This is an optimization exercise on Yosys and OpenROAD, whose aim is small area and a short achievable clock period, not a production implementation. No functional check of the RTL was part of any run shown here. No activity file was given, so power comes from the tool's default toggle rates.

==> config.mk <==
export PLATFORM = sky130hd
export DESIGN_NAME = residual_block
export DESIGN_NICKNAME = residual_block
export VERILOG_FILES = /design/flow/design.v
export SDC_FILE = /design/flow/constraint.sdc
export NUM_CORES = 4
export LEC_CHECK = 0
export CAP_MARGIN = 20
export CORE_MARGIN = 2
export CORE_UTILIZATION = 40
export SLEW_MARGIN = 20
export SYNTH_HIERARCHICAL = 1
==> constraint.sdc <==
create_clock -name core_clock -period 10.0 [get_ports {clk}]
set_input_delay 2.0000 -clock core_clock [delete_from_list [all_inputs] [get_ports {clk}]]
set_output_delay 2.0000 -clock core_clock [all_outputs]
set_load 0.01 [all_outputs]
==> design.v <==
`timescale 1ns / 1ps
module residual_block (
    input clk,
    input rst,
    input start,
    output reg done,
    input  signed [127:0] input_tensor,
    input  [7:0]  conv1_weights_flat,
    input  [7:0]  conv1_bias_flat,
    input  [31:0] conv2_weights_flat,
    input  [7:0]  conv2_bias_flat,
    input  [7:0]  conv3_weights_flat,
    input  [7:0]  conv3_bias_flat,
    input  [7:0]  conv_shortcut_weights_flat,
    input  [7:0]  conv_shortcut_bias_flat,
    output reg signed [71:0] output_tensor
);
    reg [3:0] cnt;
    always @(posedge clk or posedge rst) begin
        if (rst) begin
            cnt  <= 4'd0;
            done <= 1'b0;
        end else if (!start) begin
            cnt  <= 4'd0;
            done <= 1'b0;
        end else begin
            if (cnt != 4'd11) cnt <= cnt + 4'd1;
            if (cnt == 4'd11) done <= 1'b1;
        end
    end
    wire [3:0] cnt_n = !start ? 4'd0 : (cnt != 4'd11) ? cnt + 4'd1 : cnt;
    reg [1:0] ohn, own;
    always @(*) begin
        case (cnt_n)
            4'd0: begin ohn = 2'd0; own = 2'd0; end
            4'd1: begin ohn = 2'd0; own = 2'd1; end
            4'd2: begin ohn = 2'd0; own = 2'd2; end
            4'd3: begin ohn = 2'd1; own = 2'd0; end
            4'd4: begin ohn = 2'd1; own = 2'd1; end
            4'd5: begin ohn = 2'd1; own = 2'd2; end
            4'd6: begin ohn = 2'd2; own = 2'd0; end
            4'd7: begin ohn = 2'd2; own = 2'd1; end
            default: begin ohn = 2'd2; own = 2'd2; end
        endcase
    end
    reg hr0, hr1, hc0, hc1, ohp, owp;
    always @(posedge clk) begin
        hr0 <= ohn != 2'd0;
        hr1 <= ohn == 2'd2;
        hc0 <= own != 2'd0;
        hc1 <= own == 2'd2;
        ohp <= ohn[0];
        owp <= own[0];
    end
    reg [7:0] X0, X1, X2, X3, WR0, WR1, WR2, WR3;
    always @(posedge clk) begin
        X0  <= input_tensor[{hr0, 1'b0, hc0, 1'b0}*8 +: 8];
        X1  <= input_tensor[{hr0, 1'b0, hc1, 1'b1}*8 +: 8];
        X2  <= input_tensor[{hr1, 1'b1, hc0, 1'b0}*8 +: 8];
        X3  <= input_tensor[{hr1, 1'b1, hc1, 1'b1}*8 +: 8];
        WR0 <= conv2_weights_flat[{ohp, owp}*8 +: 8];
        WR1 <= conv2_weights_flat[{ohp, ~owp}*8 +: 8];
        WR2 <= conv2_weights_flat[{~ohp, owp}*8 +: 8];
        WR3 <= conv2_weights_flat[{~ohp, ~owp}*8 +: 8];
    end
    reg [7:0] w1r, w3r, wsr;
    always @(posedge clk) begin
        w1r <= conv1_weights_flat;
        w3r <= conv3_weights_flat;
        wsr <= (cnt == 4'd0) ? conv3_weights_flat : conv_shortcut_weights_flat;
    end
    reg [7:0] Zr, swr;
    wire p1 = ~(w1r[0] & w3r[0]);
    wire p2 = ~(w1r[0] & w3r[1]);
    wire p3 = ~(w1r[0] & w3r[2]);
    wire p4 = ~(w1r[0] & w3r[3]);
    wire p5 = ~(w1r[0] & w3r[4]);
    wire p6 = ~(w1r[0] & w3r[5]);
    wire p7 = ~(w1r[0] & w3r[6]);
    wire p8 = ~(w1r[0] & w3r[7]);
    wire p9 = ~(w1r[1] & w3r[0]);
    wire p10 = ~(w1r[1] & w3r[1]);
    wire p11 = ~(w1r[1] & w3r[2]);
    wire p12 = ~(w1r[1] & w3r[3]);
    wire p13 = ~(w1r[1] & w3r[4]);
    wire p14 = ~(w1r[1] & w3r[5]);
    wire p15 = ~(w1r[1] & w3r[6]);
    wire p16 = ~(w1r[2] & w3r[0]);
    wire p17 = ~(w1r[2] & w3r[1]);
    wire p18 = ~(w1r[2] & w3r[2]);
    wire p19 = ~(w1r[2] & w3r[3]);
    wire p20 = ~(w1r[2] & w3r[4]);
    wire p21 = ~(w1r[2] & w3r[5]);
    wire p22 = ~(w1r[3] & w3r[0]);
    wire p23 = ~(w1r[3] & w3r[1]);
    wire p24 = ~(w1r[3] & w3r[2]);
    wire p25 = ~(w1r[3] & w3r[3]);
    wire p26 = ~(w1r[3] & w3r[4]);
    wire p27 = ~(w1r[4] & w3r[0]);
    wire p28 = ~(w1r[4] & w3r[1]);
    wire p29 = ~(w1r[4] & w3r[2]);
    wire p30 = ~(w1r[4] & w3r[3]);
    wire p31 = ~(w1r[5] & w3r[0]);
    wire p32 = ~(w1r[5] & w3r[1]);
    wire p33 = ~(w1r[5] & w3r[2]);
    wire p34 = ~(w1r[6] & w3r[0]);
    wire p35 = ~(w1r[6] & w3r[1]);
    wire p36 = ~(w1r[7] & w3r[0]);
    wire s37, c37;
    fa3 u37 (.a(p3), .b(p10), .c(p16), .s(s37), .co(c37));
    wire s38, c38;
    fa3 u38 (.a(p4), .b(p11), .c(p17), .s(s38), .co(c38));
    wire s39, c39;
    fa3 u39 (.a(p22), .b(c37), .c(s38), .s(s39), .co(c39));
    wire s40, c40;
    fa3 u40 (.a(p5), .b(p12), .c(p18), .s(s40), .co(c40));
    wire s41, c41;
    fa3 u41 (.a(p23), .b(p27), .c(c38), .s(s41), .co(c41));
    wire s42, c42;
    fa3 u42 (.a(s40), .b(c39), .c(s41), .s(s42), .co(c42));
    wire s43, c43;
    fa3 u43 (.a(p6), .b(p13), .c(p19), .s(s43), .co(c43));
    wire s44, c44;
    fa3 u44 (.a(p24), .b(p28), .c(p31), .s(s44), .co(c44));
    wire s45, c45;
    fa3 u45 (.a(c40), .b(s43), .c(s44), .s(s45), .co(c45));
    wire s46, c46;
    fa3 u46 (.a(c41), .b(s45), .c(c42), .s(s46), .co(c46));
    wire s47, c47;
    fa3 u47 (.a(p7), .b(p14), .c(p20), .s(s47), .co(c47));
    wire s48, c48;
    fa3 u48 (.a(p25), .b(p29), .c(p32), .s(s48), .co(c48));
    wire s49, c49;
    fa3 u49 (.a(p34), .b(c43), .c(c44), .s(s49), .co(c49));
    wire s50, c50;
    fa3 u50 (.a(s47), .b(s48), .c(c45), .s(s50), .co(c50));
    wire s51, c51;
    fa3 u51 (.a(s49), .b(s50), .c(c46), .s(s51), .co(c51));
    wire n52 = p8 ^ p15;
    wire n53 = p21 ^ p26;
    wire n54 = p30 ^ p33;
    wire n55 = p35 ^ p36;
    wire n56 = n52 ^ n53;
    wire n57 = n54 ^ n55;
    wire n58 = c47 ^ c48;
    wire n59 = n56 ^ n57;
    wire n60 = n58 ^ n59;
    wire n61 = c49 ^ n60;
    wire n62 = n61 ^ c50;
    reg [9:0] Wr;
    always @(posedge clk) Wr <= {c51, n62, s51, s46, s42, s39, s37, p9, p2, p1};
    wire p63 = ~(conv3_weights_flat[0] & conv1_bias_flat[0]);
    wire p64 = ~(conv3_weights_flat[0] & conv1_bias_flat[1]);
    wire p65 = ~(conv3_weights_flat[0] & conv1_bias_flat[2]);
    wire p66 = ~(conv3_weights_flat[0] & conv1_bias_flat[3]);
    wire p67 = ~(conv3_weights_flat[0] & conv1_bias_flat[4]);
    wire p68 = ~(conv3_weights_flat[0] & conv1_bias_flat[5]);
    wire p69 = ~(conv3_weights_flat[0] & conv1_bias_flat[6]);
    wire p70 = ~(conv3_weights_flat[0] & conv1_bias_flat[7]);
    wire p71 = ~(conv3_weights_flat[1] & conv1_bias_flat[0]);
    wire p72 = ~(conv3_weights_flat[1] & conv1_bias_flat[1]);
    wire p73 = ~(conv3_weights_flat[1] & conv1_bias_flat[2]);
    wire p74 = ~(conv3_weights_flat[1] & conv1_bias_flat[3]);
    wire p75 = ~(conv3_weights_flat[1] & conv1_bias_flat[4]);
    wire p76 = ~(conv3_weights_flat[1] & conv1_bias_flat[5]);
    wire p77 = ~(conv3_weights_flat[1] & conv1_bias_flat[6]);
    wire p78 = ~(conv3_weights_flat[2] & conv1_bias_flat[0]);
    wire p79 = ~(conv3_weights_flat[2] & conv1_bias_flat[1]);
    wire p80 = ~(conv3_weights_flat[2] & conv1_bias_flat[2]);
    wire p81 = ~(conv3_weights_flat[2] & conv1_bias_flat[3]);
    wire p82 = ~(conv3_weights_flat[2] & conv1_bias_flat[4]);
    wire p83 = ~(conv3_weights_flat[2] & conv1_bias_flat[5]);
    wire p84 = ~(conv3_weights_flat[3] & conv1_bias_flat[0]);
    wire p85 = ~(conv3_weights_flat[3] & conv1_bias_flat[1]);
    wire p86 = ~(conv3_weights_flat[3] & conv1_bias_flat[2]);
    wire p87 = ~(conv3_weights_flat[3] & conv1_bias_flat[3]);
    wire p88 = ~(conv3_weights_flat[3] & conv1_bias_flat[4]);
    wire p89 = ~(conv3_weights_flat[4] & conv1_bias_flat[0]);
    wire p90 = ~(conv3_weights_flat[4] & conv1_bias_flat[1]);
    wire p91 = ~(conv3_weights_flat[4] & conv1_bias_flat[2]);
    wire p92 = ~(conv3_weights_flat[4] & conv1_bias_flat[3]);
    wire p93 = ~(conv3_weights_flat[5] & conv1_bias_flat[0]);
    wire p94 = ~(conv3_weights_flat[5] & conv1_bias_flat[1]);
    wire p95 = ~(conv3_weights_flat[5] & conv1_bias_flat[2]);
    wire p96 = ~(conv3_weights_flat[6] & conv1_bias_flat[0]);
    wire p97 = ~(conv3_weights_flat[6] & conv1_bias_flat[1]);
    wire p98 = ~(conv3_weights_flat[7] & conv1_bias_flat[0]);
    wire s99, c99;
    fa3 u99 (.a(p65), .b(p72), .c(p78), .s(s99), .co(c99));
    wire s100, c100;
    fa3 u100 (.a(p66), .b(p73), .c(p79), .s(s100), .co(c100));
    wire s101, c101;
    fa3 u101 (.a(p84), .b(c99), .c(s100), .s(s101), .co(c101));
    wire s102, c102;
    fa3 u102 (.a(p67), .b(p74), .c(p80), .s(s102), .co(c102));
    wire s103, c103;
    fa3 u103 (.a(p85), .b(p89), .c(c100), .s(s103), .co(c103));
    wire s104, c104;
    fa3 u104 (.a(p68), .b(p75), .c(p81), .s(s104), .co(c104));
    wire s105, c105;
    fa3 u105 (.a(p86), .b(p90), .c(p93), .s(s105), .co(c105));
    wire s106, c106;
    fa3 u106 (.a(c102), .b(s104), .c(s105), .s(s106), .co(c106));
    wire s107, c107;
    fa3 u107 (.a(p69), .b(p76), .c(p82), .s(s107), .co(c107));
    wire s108, c108;
    fa3 u108 (.a(p87), .b(p91), .c(p94), .s(s108), .co(c108));
    wire s109, c109;
    fa3 u109 (.a(p96), .b(c104), .c(c105), .s(s109), .co(c109));
    wire n110 = p70 ^ p77;
    wire n111 = p83 ^ p88;
    wire n112 = p92 ^ p95;
    wire n113 = p97 ^ p98;
    wire n114 = n110 ^ n111;
    wire n115 = n112 ^ n113;
    wire n116 = c107 ^ c108;
    wire n117 = n114 ^ n115;
    wire n118 = n116 ^ n117;
    reg [15:0] Z1;
    always @(posedge clk) Z1 <= {n118, c109, s109, c106, s108, s107, s106, c103, s103, c101, s102, s101, s99, p71, p64, p63};
    wire s119, c119;
    fa3 u119 (.a(Z1[5]), .b(Z1[6]), .c(Z1[7]), .s(s119), .co(c119));
    wire s120, c120;
    fa3 u120 (.a(Z1[8]), .b(Z1[9]), .c(c119), .s(s120), .co(c120));
    wire s121, c121;
    fa3 u121 (.a(Z1[10]), .b(Z1[11]), .c(Z1[12]), .s(s121), .co(c121));
    wire s122, c122;
    fa3 u122 (.a(Z1[13]), .b(s121), .c(c120), .s(s122), .co(c122));
    wire n123 = Z1[14] ^ Z1[15];
    wire n124 = n123 ^ c121;
    wire [7:0] Z_n_a = {n124, s122, s120, s119, Z1[4], Z1[3], Z1[1], Z1[0]};
    wire [7:0] Z_n_b = {c122, 1'b0, 1'b0, 1'b0, 1'b0, 1'b0, Z1[2], 1'b0};
    wire [7:0] Z_n = 8'd1 - Z_n_a - Z_n_b;
    wire [7:0] sw_n = WR0 + WR1 + WR2 + WR3;
    always @(posedge clk) begin Zr <= Z_n; swr <= sw_n; end
    wire p125 = ~(X0[0] & WR0[0]);
    wire p126 = ~(X0[0] & WR0[1]);
    wire p127 = ~(X0[0] & WR0[2]);
    wire p128 = ~(X0[0] & WR0[3]);
    wire p129 = ~(X0[0] & WR0[4]);
    wire p130 = ~(X0[0] & WR0[5]);
    wire p131 = ~(X0[0] & WR0[6]);
    wire p132 = ~(X0[0] & WR0[7]);
    wire p133 = ~(X0[1] & WR0[0]);
    wire p134 = ~(X0[1] & WR0[1]);
    wire p135 = ~(X0[1] & WR0[2]);
    wire p136 = ~(X0[1] & WR0[3]);
    wire p137 = ~(X0[1] & WR0[4]);
    wire p138 = ~(X0[1] & WR0[5]);
    wire p139 = ~(X0[1] & WR0[6]);
    wire p140 = ~(X0[2] & WR0[0]);
    wire p141 = ~(X0[2] & WR0[1]);
    wire p142 = ~(X0[2] & WR0[2]);
    wire p143 = ~(X0[2] & WR0[3]);
    wire p144 = ~(X0[2] & WR0[4]);
    wire p145 = ~(X0[2] & WR0[5]);
    wire p146 = ~(X0[3] & WR0[0]);
    wire p147 = ~(X0[3] & WR0[1]);
    wire p148 = ~(X0[3] & WR0[2]);
    wire p149 = ~(X0[3] & WR0[3]);
    wire p150 = ~(X0[3] & WR0[4]);
    wire p151 = ~(X0[4] & WR0[0]);
    wire p152 = ~(X0[4] & WR0[1]);
    wire p153 = ~(X0[4] & WR0[2]);
    wire p154 = ~(X0[4] & WR0[3]);
    wire p155 = ~(X0[5] & WR0[0]);
    wire p156 = ~(X0[5] & WR0[1]);
    wire p157 = ~(X0[5] & WR0[2]);
    wire p158 = ~(X0[6] & WR0[0]);
    wire p159 = ~(X0[6] & WR0[1]);
    wire p160 = ~(X0[7] & WR0[0]);
    wire p161 = ~(X1[0] & WR1[0]);
    wire p162 = ~(X1[0] & WR1[1]);
    wire p163 = ~(X1[0] & WR1[2]);
    wire p164 = ~(X1[0] & WR1[3]);
    wire p165 = ~(X1[0] & WR1[4]);
    wire p166 = ~(X1[0] & WR1[5]);
    wire p167 = ~(X1[0] & WR1[6]);
    wire p168 = ~(X1[0] & WR1[7]);
    wire p169 = ~(X1[1] & WR1[0]);
    wire p170 = ~(X1[1] & WR1[1]);
    wire p171 = ~(X1[1] & WR1[2]);
    wire p172 = ~(X1[1] & WR1[3]);
    wire p173 = ~(X1[1] & WR1[4]);
    wire p174 = ~(X1[1] & WR1[5]);
    wire p175 = ~(X1[1] & WR1[6]);
    wire p176 = ~(X1[2] & WR1[0]);
    wire p177 = ~(X1[2] & WR1[1]);
    wire p178 = ~(X1[2] & WR1[2]);
    wire p179 = ~(X1[2] & WR1[3]);
    wire p180 = ~(X1[2] & WR1[4]);
    wire p181 = ~(X1[2] & WR1[5]);
    wire p182 = ~(X1[3] & WR1[0]);
    wire p183 = ~(X1[3] & WR1[1]);
    wire p184 = ~(X1[3] & WR1[2]);
    wire p185 = ~(X1[3] & WR1[3]);
    wire p186 = ~(X1[3] & WR1[4]);
    wire p187 = ~(X1[4] & WR1[0]);
    wire p188 = ~(X1[4] & WR1[1]);
    wire p189 = ~(X1[4] & WR1[2]);
    wire p190 = ~(X1[4] & WR1[3]);
    wire p191 = ~(X1[5] & WR1[0]);
    wire p192 = ~(X1[5] & WR1[1]);
    wire p193 = ~(X1[5] & WR1[2]);
    wire p194 = ~(X1[6] & WR1[0]);
    wire p195 = ~(X1[6] & WR1[1]);
    wire p196 = ~(X1[7] & WR1[0]);
    wire p197 = ~(X2[0] & WR2[0]);
    wire p198 = ~(X2[0] & WR2[1]);
    wire p199 = ~(X2[0] & WR2[2]);
    wire p200 = ~(X2[0] & WR2[3]);
    wire p201 = ~(X2[0] & WR2[4]);
    wire p202 = ~(X2[0] & WR2[5]);
    wire p203 = ~(X2[0] & WR2[6]);
    wire p204 = ~(X2[0] & WR2[7]);
    wire p205 = ~(X2[1] & WR2[0]);
    wire p206 = ~(X2[1] & WR2[1]);
    wire p207 = ~(X2[1] & WR2[2]);
    wire p208 = ~(X2[1] & WR2[3]);
    wire p209 = ~(X2[1] & WR2[4]);
    wire p210 = ~(X2[1] & WR2[5]);
    wire p211 = ~(X2[1] & WR2[6]);
    wire p212 = ~(X2[2] & WR2[0]);
    wire p213 = ~(X2[2] & WR2[1]);
    wire p214 = ~(X2[2] & WR2[2]);
    wire p215 = ~(X2[2] & WR2[3]);
    wire p216 = ~(X2[2] & WR2[4]);
    wire p217 = ~(X2[2] & WR2[5]);
    wire p218 = ~(X2[3] & WR2[0]);
    wire p219 = ~(X2[3] & WR2[1]);
    wire p220 = ~(X2[3] & WR2[2]);
    wire p221 = ~(X2[3] & WR2[3]);
    wire p222 = ~(X2[3] & WR2[4]);
    wire p223 = ~(X2[4] & WR2[0]);
    wire p224 = ~(X2[4] & WR2[1]);
    wire p225 = ~(X2[4] & WR2[2]);
    wire p226 = ~(X2[4] & WR2[3]);
    wire p227 = ~(X2[5] & WR2[0]);
    wire p228 = ~(X2[5] & WR2[1]);
    wire p229 = ~(X2[5] & WR2[2]);
    wire p230 = ~(X2[6] & WR2[0]);
    wire p231 = ~(X2[6] & WR2[1]);
    wire p232 = ~(X2[7] & WR2[0]);
    wire p233 = ~(X3[0] & WR3[0]);
    wire p234 = ~(X3[0] & WR3[1]);
    wire p235 = ~(X3[0] & WR3[2]);
    wire p236 = ~(X3[0] & WR3[3]);
    wire p237 = ~(X3[0] & WR3[4]);
    wire p238 = ~(X3[0] & WR3[5]);
    wire p239 = ~(X3[0] & WR3[6]);
    wire p240 = ~(X3[0] & WR3[7]);
    wire p241 = ~(X3[1] & WR3[0]);
    wire p242 = ~(X3[1] & WR3[1]);
    wire p243 = ~(X3[1] & WR3[2]);
    wire p244 = ~(X3[1] & WR3[3]);
    wire p245 = ~(X3[1] & WR3[4]);
    wire p246 = ~(X3[1] & WR3[5]);
    wire p247 = ~(X3[1] & WR3[6]);
    wire p248 = ~(X3[2] & WR3[0]);
    wire p249 = ~(X3[2] & WR3[1]);
    wire p250 = ~(X3[2] & WR3[2]);
    wire p251 = ~(X3[2] & WR3[3]);
    wire p252 = ~(X3[2] & WR3[4]);
    wire p253 = ~(X3[2] & WR3[5]);
    wire p254 = ~(X3[3] & WR3[0]);
    wire p255 = ~(X3[3] & WR3[1]);
    wire p256 = ~(X3[3] & WR3[2]);
    wire p257 = ~(X3[3] & WR3[3]);
    wire p258 = ~(X3[3] & WR3[4]);
    wire p259 = ~(X3[4] & WR3[0]);
    wire p260 = ~(X3[4] & WR3[1]);
    wire p261 = ~(X3[4] & WR3[2]);
    wire p262 = ~(X3[4] & WR3[3]);
    wire p263 = ~(X3[5] & WR3[0]);
    wire p264 = ~(X3[5] & WR3[1]);
    wire p265 = ~(X3[5] & WR3[2]);
    wire p266 = ~(X3[6] & WR3[0]);
    wire p267 = ~(X3[6] & WR3[1]);
    wire p268 = ~(X3[7] & WR3[0]);
    wire s269, c269;
    fa3 u269 (.a(p125), .b(p161), .c(p197), .s(s269), .co(c269));
    wire s270, c270;
    fa3 u270 (.a(p126), .b(p133), .c(p162), .s(s270), .co(c270));
    wire s271, c271;
    fa3 u271 (.a(p169), .b(p198), .c(p205), .s(s271), .co(c271));
    wire s272, c272;
    fa3 u272 (.a(p234), .b(p241), .c(c269), .s(s272), .co(c272));
    wire s273, c273;
    fa3 u273 (.a(s270), .b(s271), .c(s272), .s(s273), .co(c273));
    wire s274, c274;
    fa3 u274 (.a(p127), .b(p134), .c(p140), .s(s274), .co(c274));
    wire s275, c275;
    fa3 u275 (.a(p163), .b(p170), .c(p176), .s(s275), .co(c275));
    wire s276, c276;
    fa3 u276 (.a(p199), .b(p206), .c(p212), .s(s276), .co(c276));
    wire s277, c277;
    fa3 u277 (.a(p235), .b(p242), .c(p248), .s(s277), .co(c277));
    wire s278, c278;
    fa3 u278 (.a(c270), .b(c271), .c(s274), .s(s278), .co(c278));
    wire s279, c279;
    fa3 u279 (.a(s275), .b(s276), .c(s277), .s(s279), .co(c279));
    wire s280, c280;
    fa3 u280 (.a(c272), .b(s278), .c(s279), .s(s280), .co(c280));
    wire s281, c281;
    fa3 u281 (.a(p128), .b(p135), .c(p141), .s(s281), .co(c281));
    wire s282, c282;
    fa3 u282 (.a(p146), .b(p164), .c(p171), .s(s282), .co(c282));
    wire s283, c283;
    fa3 u283 (.a(p177), .b(p182), .c(p200), .s(s283), .co(c283));
    wire s284, c284;
    fa3 u284 (.a(p207), .b(p213), .c(p218), .s(s284), .co(c284));
    wire s285, c285;
    fa3 u285 (.a(p236), .b(p243), .c(p249), .s(s285), .co(c285));
    wire s286, c286;
    fa3 u286 (.a(p254), .b(c274), .c(c275), .s(s286), .co(c286));
    wire s287, c287;
    fa3 u287 (.a(c276), .b(c277), .c(s281), .s(s287), .co(c287));
    wire s288, c288;
    fa3 u288 (.a(s282), .b(s283), .c(s284), .s(s288), .co(c288));
    wire s289, c289;
    fa3 u289 (.a(s285), .b(c278), .c(c279), .s(s289), .co(c289));
    wire s290, c290;
    fa3 u290 (.a(s286), .b(s287), .c(s288), .s(s290), .co(c290));
    wire s291, c291;
    fa3 u291 (.a(c280), .b(s289), .c(s290), .s(s291), .co(c291));
    wire s292, c292;
    fa3 u292 (.a(p129), .b(p136), .c(p142), .s(s292), .co(c292));
    wire s293, c293;
    fa3 u293 (.a(p147), .b(p151), .c(p165), .s(s293), .co(c293));
    wire s294, c294;
    fa3 u294 (.a(p172), .b(p178), .c(p183), .s(s294), .co(c294));
    wire s295, c295;
    fa3 u295 (.a(p187), .b(p201), .c(p208), .s(s295), .co(c295));
    wire s296, c296;
    fa3 u296 (.a(p214), .b(p219), .c(p223), .s(s296), .co(c296));
    wire s297, c297;
    fa3 u297 (.a(p237), .b(p244), .c(p250), .s(s297), .co(c297));
    wire s298, c298;
    fa3 u298 (.a(p255), .b(p259), .c(c281), .s(s298), .co(c298));
    wire s299, c299;
    fa3 u299 (.a(c282), .b(c283), .c(c284), .s(s299), .co(c299));
    wire s300, c300;
    fa3 u300 (.a(c285), .b(s292), .c(s293), .s(s300), .co(c300));
    wire s301, c301;
    fa3 u301 (.a(s294), .b(s295), .c(s296), .s(s301), .co(c301));
    wire s302, c302;
    fa3 u302 (.a(s297), .b(c286), .c(c287), .s(s302), .co(c302));
    wire s303, c303;
    fa3 u303 (.a(c288), .b(s298), .c(s299), .s(s303), .co(c303));
    wire s304, c304;
    fa3 u304 (.a(s300), .b(s301), .c(c289), .s(s304), .co(c304));
    wire s305, c305;
    fa3 u305 (.a(c290), .b(s302), .c(s303), .s(s305), .co(c305));
    wire s306, c306;
    fa3 u306 (.a(s304), .b(c291), .c(s305), .s(s306), .co(c306));
    wire s307, c307;
    fa3 u307 (.a(p130), .b(p137), .c(p143), .s(s307), .co(c307));
    wire s308, c308;
    fa3 u308 (.a(p148), .b(p152), .c(p155), .s(s308), .co(c308));
    wire s309, c309;
    fa3 u309 (.a(p166), .b(p173), .c(p179), .s(s309), .co(c309));
    wire s310, c310;
    fa3 u310 (.a(p184), .b(p188), .c(p191), .s(s310), .co(c310));
    wire s311, c311;
    fa3 u311 (.a(p202), .b(p209), .c(p215), .s(s311), .co(c311));
    wire s312, c312;
    fa3 u312 (.a(p220), .b(p224), .c(p227), .s(s312), .co(c312));
    wire s313, c313;
    fa3 u313 (.a(p238), .b(p245), .c(p251), .s(s313), .co(c313));
    wire s314, c314;
    fa3 u314 (.a(p256), .b(p260), .c(p263), .s(s314), .co(c314));
    wire s315, c315;
    fa3 u315 (.a(c292), .b(c293), .c(c294), .s(s315), .co(c315));
    wire s316, c316;
    fa3 u316 (.a(c295), .b(c296), .c(c297), .s(s316), .co(c316));
    wire s317, c317;
    fa3 u317 (.a(s307), .b(s308), .c(s309), .s(s317), .co(c317));
    wire s318, c318;
    fa3 u318 (.a(s310), .b(s311), .c(s312), .s(s318), .co(c318));
    wire s319, c319;
    fa3 u319 (.a(s313), .b(s314), .c(c298), .s(s319), .co(c319));
    wire s320, c320;
    fa3 u320 (.a(c299), .b(c300), .c(c301), .s(s320), .co(c320));
    wire s321, c321;
    fa3 u321 (.a(s315), .b(s316), .c(s317), .s(s321), .co(c321));
    wire s322, c322;
    fa3 u322 (.a(s318), .b(c302), .c(c303), .s(s322), .co(c322));
    wire s323, c323;
    fa3 u323 (.a(s319), .b(s320), .c(s321), .s(s323), .co(c323));
    wire s324, c324;
    fa3 u324 (.a(c304), .b(c305), .c(s322), .s(s324), .co(c324));
    wire s325, c325;
    fa3 u325 (.a(s323), .b(c306), .c(s324), .s(s325), .co(c325));
    wire s326, c326;
    fa3 u326 (.a(p131), .b(p138), .c(p144), .s(s326), .co(c326));
    wire s327, c327;
    fa3 u327 (.a(p149), .b(p153), .c(p156), .s(s327), .co(c327));
    wire s328, c328;
    fa3 u328 (.a(p158), .b(p167), .c(p174), .s(s328), .co(c328));
    wire s329, c329;
    fa3 u329 (.a(p180), .b(p185), .c(p189), .s(s329), .co(c329));
    wire s330, c330;
    fa3 u330 (.a(p192), .b(p194), .c(p203), .s(s330), .co(c330));
    wire s331, c331;
    fa3 u331 (.a(p210), .b(p216), .c(p221), .s(s331), .co(c331));
    wire s332, c332;
    fa3 u332 (.a(p225), .b(p228), .c(p230), .s(s332), .co(c332));
    wire s333, c333;
    fa3 u333 (.a(p239), .b(p246), .c(p252), .s(s333), .co(c333));
    wire s334, c334;
    fa3 u334 (.a(p257), .b(p261), .c(p264), .s(s334), .co(c334));
    wire s335, c335;
    fa3 u335 (.a(p266), .b(c307), .c(c308), .s(s335), .co(c335));
    wire s336, c336;
    fa3 u336 (.a(c309), .b(c310), .c(c311), .s(s336), .co(c336));
    wire s337, c337;
    fa3 u337 (.a(c312), .b(c313), .c(c314), .s(s337), .co(c337));
    wire s338, c338;
    fa3 u338 (.a(s326), .b(s327), .c(s328), .s(s338), .co(c338));
    wire s339, c339;
    fa3 u339 (.a(s329), .b(s330), .c(s331), .s(s339), .co(c339));
    wire s340, c340;
    fa3 u340 (.a(s332), .b(s333), .c(s334), .s(s340), .co(c340));
    wire s341, c341;
    fa3 u341 (.a(c315), .b(c316), .c(c317), .s(s341), .co(c341));
    wire s342, c342;
    fa3 u342 (.a(c318), .b(s335), .c(s336), .s(s342), .co(c342));
    wire s343, c343;
    fa3 u343 (.a(s337), .b(s338), .c(s339), .s(s343), .co(c343));
    wire s344, c344;
    fa3 u344 (.a(s340), .b(c319), .c(c320), .s(s344), .co(c344));
    wire s345, c345;
    fa3 u345 (.a(c321), .b(s341), .c(s342), .s(s345), .co(c345));
    wire s346, c346;
    fa3 u346 (.a(s343), .b(c322), .c(s344), .s(s346), .co(c346));
    wire s347, c347;
    fa3 u347 (.a(c323), .b(s345), .c(c324), .s(s347), .co(c347));
    wire n348 = p132 ^ p139;
    wire n349 = p145 ^ p150;
    wire n350 = p154 ^ p157;
    wire n351 = p159 ^ p160;
    wire n352 = p168 ^ p175;
    wire n353 = p181 ^ p186;
    wire n354 = p190 ^ p193;
    wire n355 = p195 ^ p196;
    wire n356 = p204 ^ p211;
    wire n357 = p217 ^ p222;
    wire n358 = p226 ^ p229;
    wire n359 = p231 ^ p232;
    wire n360 = p240 ^ p247;
    wire n361 = p253 ^ p258;
    wire n362 = p262 ^ p265;
    wire n363 = p267 ^ p268;
    wire n364 = n348 ^ n349;
    wire n365 = n350 ^ n351;
    wire n366 = n352 ^ n353;
    wire n367 = n354 ^ n355;
    wire n368 = n356 ^ n357;
    wire n369 = n358 ^ n359;
    wire n370 = n360 ^ n361;
    wire n371 = n362 ^ n363;
    wire n372 = c326 ^ c327;
    wire n373 = c328 ^ c329;
    wire n374 = c330 ^ c331;
    wire n375 = c332 ^ c333;
    wire n376 = c334 ^ n364;
    wire n377 = n365 ^ n366;
    wire n378 = n367 ^ n368;
    wire n379 = n369 ^ n370;
    wire n380 = n371 ^ n372;
    wire n381 = n373 ^ n374;
    wire n382 = n375 ^ n376;
    wire n383 = n377 ^ n378;
    wire n384 = n379 ^ c335;
    wire n385 = c336 ^ c337;
    wire n386 = n380 ^ n381;
    wire n387 = n382 ^ n383;
    wire n388 = c338 ^ c339;
    wire n389 = c340 ^ n384;
    wire n390 = n385 ^ n386;
    wire n391 = n387 ^ n388;
    wire n392 = n389 ^ n390;
    wire n393 = c341 ^ c342;
    wire n394 = n391 ^ c343;
    wire n395 = n392 ^ n393;
    wire n396 = n394 ^ c344;
    wire n397 = n395 ^ c345;
    wire n398 = n396 ^ n397;
    wire n399 = c346 ^ n398;
    reg [12:0] S2;
    always @(posedge clk) S2 <= {c347, n399, s347, c325, s346, s325, s306, s291, s280, c273, s273, s269, p233};
    reg [7:0] XS;
    wire [3:0] js = (cnt >= 4'd9) ? 4'd8 : cnt - 4'd1;
    always @(posedge clk) XS <= (cnt == 4'd0) ? conv2_bias_flat : input_tensor[js*8 +: 8];
    wire s400, c400;
    fa3 u400 (.a(S2[8]), .b(S2[9]), .c(S2[10]), .s(s400), .co(c400));
    wire n401 = S2[11] ^ S2[12];
    wire [7:0] S_a = {n401, s400, S2[7], S2[6], S2[5], S2[3], S2[2], S2[0]};
    wire [7:0] S_b = {c400, 1'b0, 1'b0, 1'b0, 1'b0, S2[4], 1'b0, S2[1]};
    wire [7:0] S = 8'd4 - S_a - S_b;
    wire [7:0] Wv_a = {Wr[8], Wr[7], Wr[6], Wr[5], Wr[4], Wr[3], Wr[1], Wr[0]};
    wire [7:0] Wv_b = {Wr[9], 1'b0, 1'b0, 1'b0, 1'b0, 1'b0, Wr[2], 1'b0};
    wire [7:0] Wv = 8'd1 - Wv_a - Wv_b;
    wire p402 = ~(Wv[0] & S[0]);
    wire p403 = ~(Wv[0] & S[1]);
    wire p404 = ~(Wv[0] & S[2]);
    wire p405 = ~(Wv[0] & S[3]);
    wire p406 = ~(Wv[0] & S[4]);
    wire p407 = ~(Wv[0] & S[5]);
    wire p408 = ~(Wv[0] & S[6]);
    wire p409 = ~(Wv[0] & S[7]);
    wire p410 = ~(Wv[1] & S[0]);
    wire p411 = ~(Wv[1] & S[1]);
    wire p412 = ~(Wv[1] & S[2]);
    wire p413 = ~(Wv[1] & S[3]);
    wire p414 = ~(Wv[1] & S[4]);
    wire p415 = ~(Wv[1] & S[5]);
    wire p416 = ~(Wv[1] & S[6]);
    wire p417 = ~(Wv[2] & S[0]);
    wire p418 = ~(Wv[2] & S[1]);
    wire p419 = ~(Wv[2] & S[2]);
    wire p420 = ~(Wv[2] & S[3]);
    wire p421 = ~(Wv[2] & S[4]);
    wire p422 = ~(Wv[2] & S[5]);
    wire p423 = ~(Wv[3] & S[0]);
    wire p424 = ~(Wv[3] & S[1]);
    wire p425 = ~(Wv[3] & S[2]);
    wire p426 = ~(Wv[3] & S[3]);
    wire p427 = ~(Wv[3] & S[4]);
    wire p428 = ~(Wv[4] & S[0]);
    wire p429 = ~(Wv[4] & S[1]);
    wire p430 = ~(Wv[4] & S[2]);
    wire p431 = ~(Wv[4] & S[3]);
    wire p432 = ~(Wv[5] & S[0]);
    wire p433 = ~(Wv[5] & S[1]);
    wire p434 = ~(Wv[5] & S[2]);
    wire p435 = ~(Wv[6] & S[0]);
    wire p436 = ~(Wv[6] & S[1]);
    wire p437 = ~(Wv[7] & S[0]);
    wire s438, c438;
    fa3 u438 (.a(p404), .b(p411), .c(p417), .s(s438), .co(c438));
    wire s439, c439;
    fa3 u439 (.a(p405), .b(p412), .c(p418), .s(s439), .co(c439));
    wire s440, c440;
    fa3 u440 (.a(p423), .b(c438), .c(s439), .s(s440), .co(c440));
    wire s441, c441;
    fa3 u441 (.a(p406), .b(p413), .c(p419), .s(s441), .co(c441));
    wire s442, c442;
    fa3 u442 (.a(p424), .b(p428), .c(c439), .s(s442), .co(c442));
    wire s443, c443;
    fa3 u443 (.a(s441), .b(c440), .c(s442), .s(s443), .co(c443));
    wire s444, c444;
    fa3 u444 (.a(p407), .b(p414), .c(p420), .s(s444), .co(c444));
    wire s445, c445;
    fa3 u445 (.a(p425), .b(p429), .c(p432), .s(s445), .co(c445));
    wire s446, c446;
    fa3 u446 (.a(c441), .b(s444), .c(s445), .s(s446), .co(c446));
    wire s447, c447;
    ha2 u447 (.a(c442), .b(s446), .s(s447), .co(c447));
    wire s448, c448;
    fa3 u448 (.a(p408), .b(p415), .c(p421), .s(s448), .co(c448));
    wire s449, c449;
    fa3 u449 (.a(p426), .b(p430), .c(p433), .s(s449), .co(c449));
    wire s450, c450;
    fa3 u450 (.a(p435), .b(c444), .c(c445), .s(s450), .co(c450));
    wire s451, c451;
    fa3 u451 (.a(s448), .b(s449), .c(c446), .s(s451), .co(c451));
    wire n452 = p409 ^ p416;
    wire n453 = p422 ^ p427;
    wire n454 = p431 ^ p434;
    wire n455 = p436 ^ p437;
    wire n456 = n452 ^ n453;
    wire n457 = n454 ^ n455;
    wire n458 = c448 ^ c449;
    wire n459 = n456 ^ n457;
    wire n460 = n458 ^ n459;
    wire n461 = c450 ^ n460;
    reg [12:0] T3;
    always @(posedge clk) T3 <= {c451, n461, s451, c447, s450, c443, s447, s443, s440, s438, p410, p403, p402};
    wire [7:0] uadd = (cnt == 4'd1) ? conv3_bias_flat : conv_shortcut_bias_flat;
    wire p462 = ~(wsr[0] & XS[0]);
    wire p463 = ~(wsr[0] & XS[1]);
    wire p464 = ~(wsr[0] & XS[2]);
    wire p465 = ~(wsr[0] & XS[3]);
    wire p466 = ~(wsr[0] & XS[4]);
    wire p467 = ~(wsr[0] & XS[5]);
    wire p468 = ~(wsr[0] & XS[6]);
    wire p469 = ~(wsr[0] & XS[7]);
    wire p470 = ~(wsr[1] & XS[0]);
    wire p471 = ~(wsr[1] & XS[1]);
    wire p472 = ~(wsr[1] & XS[2]);
    wire p473 = ~(wsr[1] & XS[3]);
    wire p474 = ~(wsr[1] & XS[4]);
    wire p475 = ~(wsr[1] & XS[5]);
    wire p476 = ~(wsr[1] & XS[6]);
    wire p477 = ~(wsr[2] & XS[0]);
    wire p478 = ~(wsr[2] & XS[1]);
    wire p479 = ~(wsr[2] & XS[2]);
    wire p480 = ~(wsr[2] & XS[3]);
    wire p481 = ~(wsr[2] & XS[4]);
    wire p482 = ~(wsr[2] & XS[5]);
    wire p483 = ~(wsr[3] & XS[0]);
    wire p484 = ~(wsr[3] & XS[1]);
    wire p485 = ~(wsr[3] & XS[2]);
    wire p486 = ~(wsr[3] & XS[3]);
    wire p487 = ~(wsr[3] & XS[4]);
    wire p488 = ~(wsr[4] & XS[0]);
    wire p489 = ~(wsr[4] & XS[1]);
    wire p490 = ~(wsr[4] & XS[2]);
    wire p491 = ~(wsr[4] & XS[3]);
    wire p492 = ~(wsr[5] & XS[0]);
    wire p493 = ~(wsr[5] & XS[1]);
    wire p494 = ~(wsr[5] & XS[2]);
    wire p495 = ~(wsr[6] & XS[0]);
    wire p496 = ~(wsr[6] & XS[1]);
    wire p497 = ~(wsr[7] & XS[0]);
    wire n498 = ~uadd[0];
    wire n499 = ~uadd[1];
    wire n500 = ~uadd[2];
    wire n501 = ~uadd[3];
    wire n502 = ~uadd[4];
    wire n503 = ~uadd[5];
    wire n504 = ~uadd[6];
    wire n505 = ~uadd[7];
    wire s506, c506;
    fa3 u506 (.a(p463), .b(p470), .c(n499), .s(s506), .co(c506));
    wire s507, c507;
    fa3 u507 (.a(p464), .b(p471), .c(p477), .s(s507), .co(c507));
    wire s508, c508;
    ha2 u508 (.a(s507), .b(n500), .s(s508), .co(c508));
    wire s509, c509;
    fa3 u509 (.a(p465), .b(p472), .c(p478), .s(s509), .co(c509));
    wire s510, c510;
    fa3 u510 (.a(p483), .b(c507), .c(s509), .s(s510), .co(c510));
    wire s511, c511;
    fa3 u511 (.a(s510), .b(n501), .c(c508), .s(s511), .co(c511));
    wire s512, c512;
    fa3 u512 (.a(p466), .b(p473), .c(p479), .s(s512), .co(c512));
    wire s513, c513;
    fa3 u513 (.a(p484), .b(p488), .c(c509), .s(s513), .co(c513));
    wire s514, c514;
    fa3 u514 (.a(s512), .b(c510), .c(s513), .s(s514), .co(c514));
    wire s515, c515;
    ha2 u515 (.a(s514), .b(n502), .s(s515), .co(c515));
    wire s516, c516;
    fa3 u516 (.a(p467), .b(p474), .c(p480), .s(s516), .co(c516));
    wire s517, c517;
    fa3 u517 (.a(p485), .b(p489), .c(p492), .s(s517), .co(c517));
    wire s518, c518;
    fa3 u518 (.a(c512), .b(s516), .c(s517), .s(s518), .co(c518));
    wire s519, c519;
    fa3 u519 (.a(c513), .b(s518), .c(c514), .s(s519), .co(c519));
    wire s520, c520;
    fa3 u520 (.a(s519), .b(n503), .c(c515), .s(s520), .co(c520));
    wire s521, c521;
    fa3 u521 (.a(p468), .b(p475), .c(p481), .s(s521), .co(c521));
    wire s522, c522;
    fa3 u522 (.a(p486), .b(p490), .c(p493), .s(s522), .co(c522));
    wire s523, c523;
    fa3 u523 (.a(p495), .b(c516), .c(c517), .s(s523), .co(c523));
    wire s524, c524;
    fa3 u524 (.a(s521), .b(s522), .c(c518), .s(s524), .co(c524));
    wire s525, c525;
    fa3 u525 (.a(s523), .b(s524), .c(c519), .s(s525), .co(c525));
    wire s526, c526;
    ha2 u526 (.a(n504), .b(s525), .s(s526), .co(c526));
    wire n527 = p469 ^ p476;
    wire n528 = p482 ^ p487;
    wire n529 = p491 ^ p494;
    wire n530 = p496 ^ p497;
    wire n531 = n527 ^ n528;
    wire n532 = n529 ^ n530;
    wire n533 = c521 ^ c522;
    wire n534 = n531 ^ n532;
    wire n535 = n533 ^ n534;
    wire n536 = c523 ^ n535;
    wire n537 = n536 ^ c524;
    wire n538 = n537 ^ n505;
    wire n539 = c525 ^ n538;
    reg [12:0] U3;
    always @(posedge clk) U3 <= {n539, c526, c520, s526, s520, c511, s515, s511, c506, s508, s506, n498, p462};
    wire p540 = ~(Zr[0] & swr[0]);
    wire p541 = ~(Zr[0] & swr[1]);
    wire p542 = ~(Zr[0] & swr[2]);
    wire p543 = ~(Zr[0] & swr[3]);
    wire p544 = ~(Zr[0] & swr[4]);
    wire p545 = ~(Zr[0] & swr[5]);
    wire p546 = ~(Zr[0] & swr[6]);
    wire p547 = ~(Zr[0] & swr[7]);
    wire p548 = ~(Zr[1] & swr[0]);
    wire p549 = ~(Zr[1] & swr[1]);
    wire p550 = ~(Zr[1] & swr[2]);
    wire p551 = ~(Zr[1] & swr[3]);
    wire p552 = ~(Zr[1] & swr[4]);
    wire p553 = ~(Zr[1] & swr[5]);
    wire p554 = ~(Zr[1] & swr[6]);
    wire p555 = ~(Zr[2] & swr[0]);
    wire p556 = ~(Zr[2] & swr[1]);
    wire p557 = ~(Zr[2] & swr[2]);
    wire p558 = ~(Zr[2] & swr[3]);
    wire p559 = ~(Zr[2] & swr[4]);
    wire p560 = ~(Zr[2] & swr[5]);
    wire p561 = ~(Zr[3] & swr[0]);
    wire p562 = ~(Zr[3] & swr[1]);
    wire p563 = ~(Zr[3] & swr[2]);
    wire p564 = ~(Zr[3] & swr[3]);
    wire p565 = ~(Zr[3] & swr[4]);
    wire p566 = ~(Zr[4] & swr[0]);
    wire p567 = ~(Zr[4] & swr[1]);
    wire p568 = ~(Zr[4] & swr[2]);
    wire p569 = ~(Zr[4] & swr[3]);
    wire p570 = ~(Zr[5] & swr[0]);
    wire p571 = ~(Zr[5] & swr[1]);
    wire p572 = ~(Zr[5] & swr[2]);
    wire p573 = ~(Zr[6] & swr[0]);
    wire p574 = ~(Zr[6] & swr[1]);
    wire p575 = ~(Zr[7] & swr[0]);
    wire s576, c576;
    fa3 u576 (.a(U3[0]), .b(U3[1]), .c(p540), .s(s576), .co(c576));
    wire s577, c577;
    fa3 u577 (.a(U3[2]), .b(p541), .c(p548), .s(s577), .co(c577));
    wire s578, c578;
    fa3 u578 (.a(U3[3]), .b(U3[4]), .c(p542), .s(s578), .co(c578));
    wire s579, c579;
    fa3 u579 (.a(p549), .b(p555), .c(c577), .s(s579), .co(c579));
    wire s580, c580;
    fa3 u580 (.a(U3[5]), .b(p543), .c(p550), .s(s580), .co(c580));
    wire s581, c581;
    fa3 u581 (.a(p556), .b(p561), .c(c578), .s(s581), .co(c581));
    wire s582, c582;
    fa3 u582 (.a(s580), .b(c579), .c(s581), .s(s582), .co(c582));
    wire s583, c583;
    fa3 u583 (.a(U3[6]), .b(U3[7]), .c(p544), .s(s583), .co(c583));
    wire s584, c584;
    fa3 u584 (.a(p551), .b(p557), .c(p562), .s(s584), .co(c584));
    wire s585, c585;
    fa3 u585 (.a(p566), .b(c580), .c(s583), .s(s585), .co(c585));
    wire s586, c586;
    fa3 u586 (.a(s584), .b(c581), .c(s585), .s(s586), .co(c586));
    wire s587, c587;
    fa3 u587 (.a(U3[8]), .b(p545), .c(p552), .s(s587), .co(c587));
    wire s588, c588;
    fa3 u588 (.a(p558), .b(p563), .c(p567), .s(s588), .co(c588));
    wire s589, c589;
    fa3 u589 (.a(p570), .b(c583), .c(c584), .s(s589), .co(c589));
    wire s590, c590;
    fa3 u590 (.a(s587), .b(s588), .c(c585), .s(s590), .co(c590));
    wire s591, c591;
    fa3 u591 (.a(s589), .b(c586), .c(s590), .s(s591), .co(c591));
    wire s592, c592;
    fa3 u592 (.a(U3[9]), .b(U3[10]), .c(p546), .s(s592), .co(c592));
    wire s593, c593;
    fa3 u593 (.a(p553), .b(p559), .c(p564), .s(s593), .co(c593));
    wire s594, c594;
    fa3 u594 (.a(p568), .b(p571), .c(p573), .s(s594), .co(c594));
    wire s595, c595;
    fa3 u595 (.a(c587), .b(c588), .c(s592), .s(s595), .co(c595));
    wire s596, c596;
    fa3 u596 (.a(s593), .b(s594), .c(c589), .s(s596), .co(c596));
    wire s597, c597;
    fa3 u597 (.a(s595), .b(c590), .c(s596), .s(s597), .co(c597));
    wire n598 = U3[11] ^ U3[12];
    wire n599 = p547 ^ p554;
    wire n600 = p560 ^ p565;
    wire n601 = p569 ^ p572;
    wire n602 = p574 ^ p575;
    wire n603 = n598 ^ n599;
    wire n604 = n600 ^ n601;
    wire n605 = n602 ^ c592;
    wire n606 = c593 ^ c594;
    wire n607 = n603 ^ n604;
    wire n608 = n605 ^ n606;
    wire n609 = n607 ^ n608;
    wire n610 = c595 ^ n609;
    wire n611 = c596 ^ n610;
    reg [12:0] Cp;
    always @(posedge clk) if (cnt == 4'd2) Cp <= {c597, n611, s597, c591, s591, s586, c582, s582, s579, s578, s577, c576, s576};
    wire s612, c612;
    fa3 u612 (.a(T3[1]), .b(T3[2]), .c(Cp[1]), .s(s612), .co(c612));
    wire s613, c613;
    fa3 u613 (.a(T3[3]), .b(Cp[3]), .c(Cp[4]), .s(s613), .co(c613));
    wire s614, c614;
    fa3 u614 (.a(T3[4]), .b(Cp[5]), .c(c613), .s(s614), .co(c614));
    wire s615, c615;
    fa3 u615 (.a(T3[5]), .b(Cp[6]), .c(Cp[7]), .s(s615), .co(c615));
    wire s616, c616;
    fa3 u616 (.a(T3[6]), .b(T3[7]), .c(Cp[8]), .s(s616), .co(c616));
    wire s617, c617;
    fa3 u617 (.a(T3[8]), .b(T3[9]), .c(T3[10]), .s(s617), .co(c617));
    wire s618, c618;
    fa3 u618 (.a(Cp[9]), .b(Cp[10]), .c(c616), .s(s618), .co(c618));
    wire n619 = T3[11] ^ T3[12];
    wire n620 = Cp[11] ^ Cp[12];
    wire n621 = n619 ^ n620;
    wire n622 = c617 ^ n621;
    wire s623, c623;
    fa3 u623 (.a(T3[0]), .b(Cp[0]), .c(U3[0]), .s(s623), .co(c623));
    wire s624, c624;
    fa3 u624 (.a(Cp[2]), .b(U3[2]), .c(c623), .s(s624), .co(c624));
    wire s625, c625;
    fa3 u625 (.a(U3[3]), .b(U3[4]), .c(c612), .s(s625), .co(c625));
    wire s626, c626;
    fa3 u626 (.a(s613), .b(c624), .c(s625), .s(s626), .co(c626));
    wire s627, c627;
    fa3 u627 (.a(U3[5]), .b(c625), .c(s614), .s(s627), .co(c627));
    wire s628, c628;
    fa3 u628 (.a(U3[6]), .b(U3[7]), .c(s615), .s(s628), .co(c628));
    wire s629, c629;
    fa3 u629 (.a(c614), .b(s628), .c(c627), .s(s629), .co(c629));
    wire s630, c630;
    fa3 u630 (.a(U3[8]), .b(c615), .c(s616), .s(s630), .co(c630));
    wire s631, c631;
    fa3 u631 (.a(c628), .b(s630), .c(c629), .s(s631), .co(c631));
    wire s632, c632;
    fa3 u632 (.a(U3[9]), .b(U3[10]), .c(s617), .s(s632), .co(c632));
    wire s633, c633;
    fa3 u633 (.a(s618), .b(c630), .c(s632), .s(s633), .co(c633));
    wire n634 = U3[11] ^ U3[12];
    wire n635 = n634 ^ n622;
    wire n636 = c618 ^ n635;
    wire n637 = c632 ^ n636;
    wire [7:0] T_a = {n622, s617, c615, s615, s614, c612, Cp[2], T3[0]};
    wire [7:0] T_b = {c618, s618, s616, c614, 1'b0, s613, s612, Cp[0]};
    wire [7:0] T = 8'd2 - T_a - T_b;
    wire [7:0] TU_a = {n637, s633, s631, s629, c626, s626, s612, U3[1]};
    wire [7:0] TU_b = {c633, c631, 1'b0, 1'b0, s627, 1'b0, s624, s623};
    wire [7:0] TU = 8'd2 - TU_a - TU_b;
    wire [7:0] Um1_a = {U3[11], U3[9], U3[8], U3[6], U3[5], U3[3], U3[2], U3[0]};
    wire [7:0] Um1_b = {U3[12], U3[10], 1'b0, U3[7], 1'b0, U3[4], 1'b0, U3[1]};
    wire [7:0] Um1 = 8'd255 - Um1_a - Um1_b;
    wire [7:0] O = T[7] ? Um1 : TU;
    wire done_n = start && (done || cnt == 4'd11);
    reg shift;
    always @(posedge clk) shift <= !done_n && cnt_n >= 4'd4;
    always @(posedge clk) output_tensor[71:64] <= O;
    always @(posedge clk)
        if (shift) output_tensor[63:0] <= output_tensor[71:8];
endmodule
module fa3 (input a, input b, input c, output s, output co);
    assign s  = a ^ b ^ c;
    assign co = (a & b) | (a & c) | (b & c);
endmodule
module ha2 (input a, input b, output s, output co);
    assign s  = a ^ b;
    assign co = a & b;
endmodule
==> run.sh <==
#!/bin/bash
# synth_recipe.tcl (not shown) runs the flow's synth.tcl, then flattens the netlist and writes it again
# the make line also repeats each setting of config.mk as NAME=value (left out here)
make -C /OpenROAD-flow-scripts/flow DESIGN_CONFIG=/design/flow/config.mk WORK_HOME=/design/flow/orfs CLKGATE_MAP_FILE= SYNTH_SCRIPT=/design/flow/synth_recipe.tcl finish
==> results of run 1 <==
==> per-module statistics from Yosys (local to each module, per instance) <==
module          flip-flops and latches  cells  area (um2)  times used
fa3                                  0      1        20.0         181
residual_block                     274   1295       14100           1
ha2                                  0      1        12.5           4
==> state kept, by name, summed over array words and instances (netlist names), 10 cells and up <==
register	flops
Cp	13
S2	13
T3	13
U3	13
Wr	10
Z1	16
output_tensor	72
==> metal layers <==
metal | up-vias | global-route usage, %
li1 | 5458 | -
met1 | 6086 | 27.8
met3 | 71 | 4.12
met5 | - | 0
met2 | 552 | 36.9
met4 | 0 | 5.45
==> synth_stat cells, drive strengths merged (2+ instances only) <==
cell	count
a211oi	2
a21boi	3
a21o	5
a21oi	37
a22o	8
and2	4
buf	20
clkbuf	37
dfrtp	5
dfxtp	192
edfxtp	77
fa	198
ha	63
inv	99
mux2	9
mux2i	40
mux4	88
nand2	339
nand2b	18
nand3	3
nor2	13
nor2b	7
nor3b	3
o21a	6
o21ai	14
o21bai	5
o22ai	8
or2	2
or3	3
xnor2	124
xnor3	2
xor2	35
==> worst paths after layout <==
path / cells after the start / end / start / slack (ns)
setup / recovery: 14 / T3[11] / Wr[2] / 5.91
hold / removal: 1 / Zr[0] / Z1[0] / 0.37
setup reg to reg: 14 / T3[11] / Wr[2] / 5.91
hold reg to reg: 1 / Zr[0] / Z1[0] / 0.37
max in group asynchronous: 2 / cnt[3] / rst / 8.09
min in group asynchronous: 2 / cnt[1] / rst / 1.73
==> area by class of cell <==
class | instances | area (um2)
multi-input cells | 1050 | 10900
fillers | 3996 | 21900
diodes | 1 | 2.50
repair buffers | 299 | 2970
clock inverters | 19 | 159
inverters | 99 | 372
well taps | 592 | 741
clock buffers | 35 | 790
flip-flops and latches | 274 | 6280
==> worst max-delay path, stage by stage (launching register included) <==
cell and delay (ns):
dfxtp_1 0.30, ha_1 0.45, inv_1 0.10, fa_1 0.46, a21o_1 0.20, a21oi_1 0.19, xnor2_1 0.19, nand2_1 0.11
fa_1 0.39, fa_1 0.38, xnor2_1 0.17, xnor2_1 0.15, xnor2_1 0.16, xnor3_1 0.34, xnor3_1 0.37
==> power breakdown <==
| part | switching, mW | leakage (nW) | internal, mW |
|---|---|---|---|
| combinational | 2.89 | 5.60 | 2.93 |
| clock | 0.461 | 0.475 | 0.597 |
| sequential | 0.278 | 2.38 | 1.55 |
| total | 3.63 | 8.46 | 5.08 |
==> cells by family after synthesis <==
family / count (synthesis) / synth area share [%]
XOR/XNOR: 161 / 8.26
multiplexers: 137 / 13.9
adder cells (fa/ha/maj): 261 / 26.7
flip-flops: 274 / 35.2
AND/OR/NAND/NOR: 399 / 9.18
AO/OA/AOI/OAI: 92 / 3.17
buffers and inverters: 156 / 3.56
==> results.tsv, run 1 <==
stage	metric	value	unit
run_status	status	no timing/DRC/antenna violations	
setup_path	Worst setup EP type	flip-flop	
drt	uppermost layer routed	met4	
timing	RSZ-0062 raised after global routing	no	
global_route	vias in the first global route	13300	
drt	Pre-antenna DRT Iters	5	
power	PnR Total Power	8.71	mW
synth	Area contributors post-synth	fa_1, dfxtp_1, edfxtp_1, mux4_2, nand2_1	
timing	fin worst setup slack	5.91	ns
placed_design	Placement Cell Area	0.0213	mm2
floorplanning	Rows	77	
clock_network	root buffer cell	clkbuf_16	
drt	routed wl met2	23.7	mm
synth	EDFF count, synth	77	
cells_and_area	final core occ	50.4	%
cells_and_area	most common cell after layout, fill and taps aside	nand2_1	
clock_network	Num CTS Buffers	29	
placed_design	gpl congestion	0.943	
synth	synthesis warning total	7	
timing	Slew headroom	27.0	%
cells_and_area	non-filler cells, final	2369	
drt	initial DRC count	782	
placed_design	DP Wirelength	40.7	mm
hold_path	Hold WC Path Type	flip-flop to flip-flop	
drt	met3 wire len	3.44	mm
cells_and_area	cell area after layout	0.0222	mm2
synth	Mapped Area	0.0178	mm2
drt	met1 wire length	20.6	mm
global_route	largest net degree at the start of global routing	65	
floorplanning	die outline width	215	um
global_route	initial antenna violation count	2	
clock_network	number of cells upsized or downsized after cts	0	
synth	sequential-to-total area share from yosys stat	35.2	%
cells_and_area	Area growth syn-to-layout	24.7	%
floorplanning	Initial Util	40.4	%
placed_design	Buffers on Ports	291	
synth	area share of the largest cell type after synthesis	22.2	%
power	leakage	8.46	nW
timing	final setup vio count	0	
drt	DRC viols	0	
clock_network	Clk Latency, worst-skew pair	0.57	ns
drt	routed length per placed instance	20.6	um
clock_network	clk slew on worst S/H paths	0.06	ns
placed_design	Placed Cells	2314	
setup_path	Worst EP arrival	4.52	ns
floorplanning	IO Pins	292	
timing	Fin Setup TNS	0	ns
cells_and_area	most frequent cells in the layout	nand2_1, clkdlybuf4s50_1, fa_1	
clock_network	H-tree depth	1	
setup_path	CP Data Required Time	10.44	ns
synth	cell taking the most area after synthesis	fa_1	
synth	syn avg cell area	12.0	um2
job	max-cap viol count	0	
synth	Mapped Cells	1480	
setup_path	Startpoint Class	flip-flop	
synth	Net Count, Synth	1960	
floorplanning	total core area	0.0441	mm2
synth	library cells used by synthesis	53	
global_route	GRT Total Usage	21.4	%
power	Power Density	392	mW/mm2
timing	Fmax	0.245	GHz
global_route	total gr overflow	0	
timing	Fin. Hold Viols	0	
timing	Hold WS	0.368	ns
drt	via count	12200	
timing	Clock Skews	0.0192	ns
clock_network	CTS Buffer Depth	3	
timing	max-slew violation count	0	
cells_and_area	Final nets	2233	
timing	Tcrit/Tclk final	40.9	%
global_route	first-pass GRT wire length	76.2	mm
synth	Synth async-reset ratio	1.82	%
floorplanning	die area	0.0463	mm2
clock_network	Setup Buffers After CTS	0	
timing	Worst-Margin Slew	1.09	ns
drt	WL final	48.9	mm
drt	Routed Antenna Nets	0	
setup_path	critical path class	flip-flop to flip-flop	
clock_network	CTS tree	built	
cells_and_area	layout cells sized above 1	9.18	%
drt	vias per cell	5.14	
clock_network	clock sinks	274	
power	Max rail drop VDD	0.000708	V
placed_design	post-place setup slack	5.90	ns
timing	Tmin final	4.09	ns
clock_network	hold buffer count at cts	0	
setup_path	largest fanout on the critical path	9	
synth	Synth Register Bits	274	
floorplanning	Die Height	215	um
synth	Main synth FF type	dfxtp_1	
==> run 2: changes to the inputs <==
==> flow/run.sh (new file) <==
#!/bin/bash
set -euo pipefail
export BUFFER_PORTS_ARGS="-buffer_cell sky130_fd_sc_hd__buf_1"
bash standard.sh > standard_flow.log 2>&1
==> standard.sh (new file) <==
#!/bin/bash
# synth_recipe.tcl (not shown) runs the flow's synth.tcl, then flattens the netlist and writes it again
# the make line also repeats each setting of config.mk as NAME=value (left out here)
make -C /OpenROAD-flow-scripts/flow DESIGN_CONFIG=/design/flow/config.mk WORK_HOME=/design/flow/orfs CLKGATE_MAP_FILE= SYNTH_SCRIPT=/design/flow/synth_recipe.tcl "${@:-finish}"
removed: run.sh
==> results.tsv, run 2 <==
stage	metric	value	unit
run_status	status	no timing/DRC/antenna violations	
setup_path	CP Data Required Time	10.47	ns
floorplanning	Initial Util	40.4	%
global_route	total gr overflow	0	
floorplanning	die area	0.0463	mm2
synth	sequential-to-total area share from yosys stat	35.2	%
cells_and_area	ant diodes	0	
cells_and_area	# fillers	4119	
global_route	largest net degree at the start of global routing	65	
floorplanning	IO Pins	292	
drt	via count	12100	
floorplanning	Die Height	215	um
timing	Tcrit/Tclk final	40.6	%
drt	Pre-antenna DRT Iters	5	
power	PnR Total Power	8.73	mW
setup_path	Worst EP arrival	4.53	ns
drt	WL final	47.0	mm
cells_and_area	layout cells sized above 1	9.40	%
drt	initial DRC count	704	
synth	Main synth FF type	dfxtp_1	
timing	final setup vio count	0	
placed_design	Placement Cell Area	0.0194	mm2
synth	Mapped Cells	1480	
setup_path	critical path class	flip-flop to flip-flop	
setup_path	CP max-delay cell	ha_1	
setup_path	Worst setup EP type	flip-flop	
timing	RSZ-0062 raised after global routing	no	
timing	Fmax	0.246	GHz
timing	Slew headroom	28.5	%
clock_network	Num CTS Buffers	31	
power	Max rail drop VDD	0.000435	V
global_route	vias in the first global route	13000	
clock_network	CTS tree	built	
timing	Tmin final	4.06	ns
job	max-cap viol count	0	
synth	syn avg cell area	12.0	um2
global_route	first-pass GRT wire length	73.5	mm
hold_path	Hold WC Path Type	flip-flop to flip-flop	
setup_path	crit path cell chain	ha_1, inv_1, fa_1, a21o_1, a21oi_1, xnor2_1, nand2_1, fa_1, fa_1, xnor2_1, xnor2_1, xnor2_1, xnor3_1, xnor3_1	
cells_and_area	Largest regs	output_tensor (72), Z1 (16)	
synth	Area contributors post-synth	fa_1, dfxtp_1, edfxtp_1, mux4_2, nand2_1	
synth	area share of the largest cell type after synthesis	22.2	%
synth	EDFF count, synth	77	
clock_network	clock sinks	274	
clock_network	Clk Latency, worst-skew pair	0.59	ns
synth	Synth Register Bits	274	
clock_network	Setup Buffers After CTS	0	
clock_network	root buffer cell	clkbuf_16	
synth	Mapped Area	0.0178	mm2
floorplanning	Rows	77	
cells_and_area	cell area after layout	0.0205	mm2
floorplanning	die outline width	215	um
setup_path	most used cell, CP	xnor2_1	
clock_network	H-tree depth	1	
timing	Fin Setup TNS	0	ns
drt	vias per cell	5.11	
placed_design	DP Wirelength	39.5	mm
global_route	initial antenna violation count	1	
drt	Routed Antenna Nets	0	
cells_and_area	Final nets	2232	
setup_path	CP peak stage delay	0.46	ns
cells_and_area	Most flops, register	output_tensor	
drt	DRC viols	0	
placed_design	gpl congestion	1.00	
clock_network	number of cells upsized or downsized after cts	0	
clock_network	clk slew on worst S/H paths	0.06	ns
cells_and_area	final core occ	46.6	%
cells_and_area	most frequent cells in the layout	nand2_1, buf_1, fa_1	
synth	synthesis warning total	7	
setup_path	largest fanout on the critical path	9	
cells_and_area	Largest register FFs	72	
synth	cell taking the most area after synthesis	fa_1	
timing	Fin. Hold Viols	0	
global_route	GRT Total Usage	20.6	%
synth	Synth async-reset ratio	1.82	%
setup_path	cell family with most CP delay	adder cells	
floorplanning	total core area	0.0441	mm2
cells_and_area	Area growth syn-to-layout	15.2	%
clock_network	hold buffer count at cts	0	
synth	top post-synthesis cells by count	nand2_1, fa_1, dfxtp_1	
cells_and_area	most common cell after layout, fill and taps aside	nand2_1	
synth	most common cell in the netlist	nand2_1	
power	Power Density	425	mW/mm2
drt	routed length per placed instance	19.8	um
power	leakage	7.73	nW
setup_path	CP Buf/Inv Count	1	
clock_network	CTS Buffer Depth	3	
placed_design	Buffers on Ports	291	
synth	Net Count, Synth	1960	
timing	Worst-Margin Slew	1.07	ns
setup_path	Reg2Reg Setup Slack	5.94	ns
setup_path	Startpoint Class	flip-flop	
timing	max-slew violation count	0	
timing	Clock Skews	0.0244	ns
synth	library cells used by synthesis	53	
-- run 2: cell counts after synthesis --
No cell type changed its count.
-- run 2: kinds of logic after synthesis --
kind of cell,count (synthesis),synth area share [%]
AO/OA/AOI/OAI,92,3.17
XOR/XNOR,161,8.26
adder cells (fa/ha/maj),261,26.7
buffers and inverters,156,3.56
flip-flops,274,35.2
multiplexers,137,13.9
AND/OR/NAND/NOR,399,9.18
-- run 2: final timing paths --
kind	startpoint	endpoint	cells past startpoint
worst max-delay path	Wr[2]	T3[11]	14
worst min-delay path	Z1[0]	Zr[0]	1
min in group asynchronous	rst	cnt[3]	2
worst max register to register	Wr[2]	T3[11]	14
max in group asynchronous	rst	done	2
worst min register to register	Z1[0]	Zr[0]	1
-- run 2: power by group --
| part | internal [mW] | switching [mW] | total (mW) |
|---|---|---|---|
| Combinational | 2.86 | 2.84 | 5.70 |
| Clock | 0.719 | 0.484 | 1.20 |
| Sequential | 1.55 | 0.278 | 1.83 |
| Total | 5.13 | 3.60 | 8.73 |
-- run 2: final cells by class --
class	count	area (um2)	share of cell area, %
clock inverters	20	249	1.21
multi-input cells	1050	10900	53.1
repair buffers	296	1130	5.50
inverters	99	372	1.81
flip-flops and latches	274	6290	30.6
well taps	592	741	3.61
clock buffers	38	853	4.15
-- run 2: Yosys stat by module (local to each module, per instance) --
module	flip-flops and latches	cells inside	cell area [um2]	times used
residual_block	274	1295	14100	1
fa3	0	1	20.0	181
ha2	0	1	12.5	4
-- run 2: through the flow --
| stage | setup WS, ns | hold slack (ns) | instances |
|---|---|---|---|
| floorplan | 6.17 | 0.338 | 1480 |
| global placement | 6.01 | 0.345 | 2311 |
| detailed placement | 5.95 | 0.343 | 2311 |
| CTS | 5.94 | 0.357 | 2369 |
| global route | 5.72 | 0.380 | 2369 |
| finish | 5.94 | 0.355 | 2369 |
-- run 2: metal layers --
layer	track usage [%]	share of wire (%)	up-vias
li1	-	-	5456
met1	25.3	39	5983
met2	36.3	50	561
met3	3.20	6.8	100
met4	8.57	4.5	2
met5	0	0.028	-

[afterwards: timing with drivers on the ports]
Ports are ideal in the flow. The routed layouts listed here were re-timed in OpenROAD.
Step 1 sets driving cells, clkbuf_16 on the clock port and buf_2 on the other inputs (assumed; they add their load-dependent delay and slew).
Step 2 adds t to the input delays and takes it off the output delays; t is the mean of the earliest and latest rising clock arrival at the registers after step 1. Input paths then give back, and output paths get back, about the clock's delay inside the block.
a / b / c = ideal / step 1 / step 2; a / b = the first two.
| run | t, ns | setup slack, ns | pins driven straight from the clock port |
|---|---|---|---|
| run 1 | 0.614 | 5.914 / 5.914 / 5.914 | 1 |
| run 2 | 0.641 | 5.941 / 5.941 / 5.941 | 1 |
After both steps setup and hold are still met in every run listed.
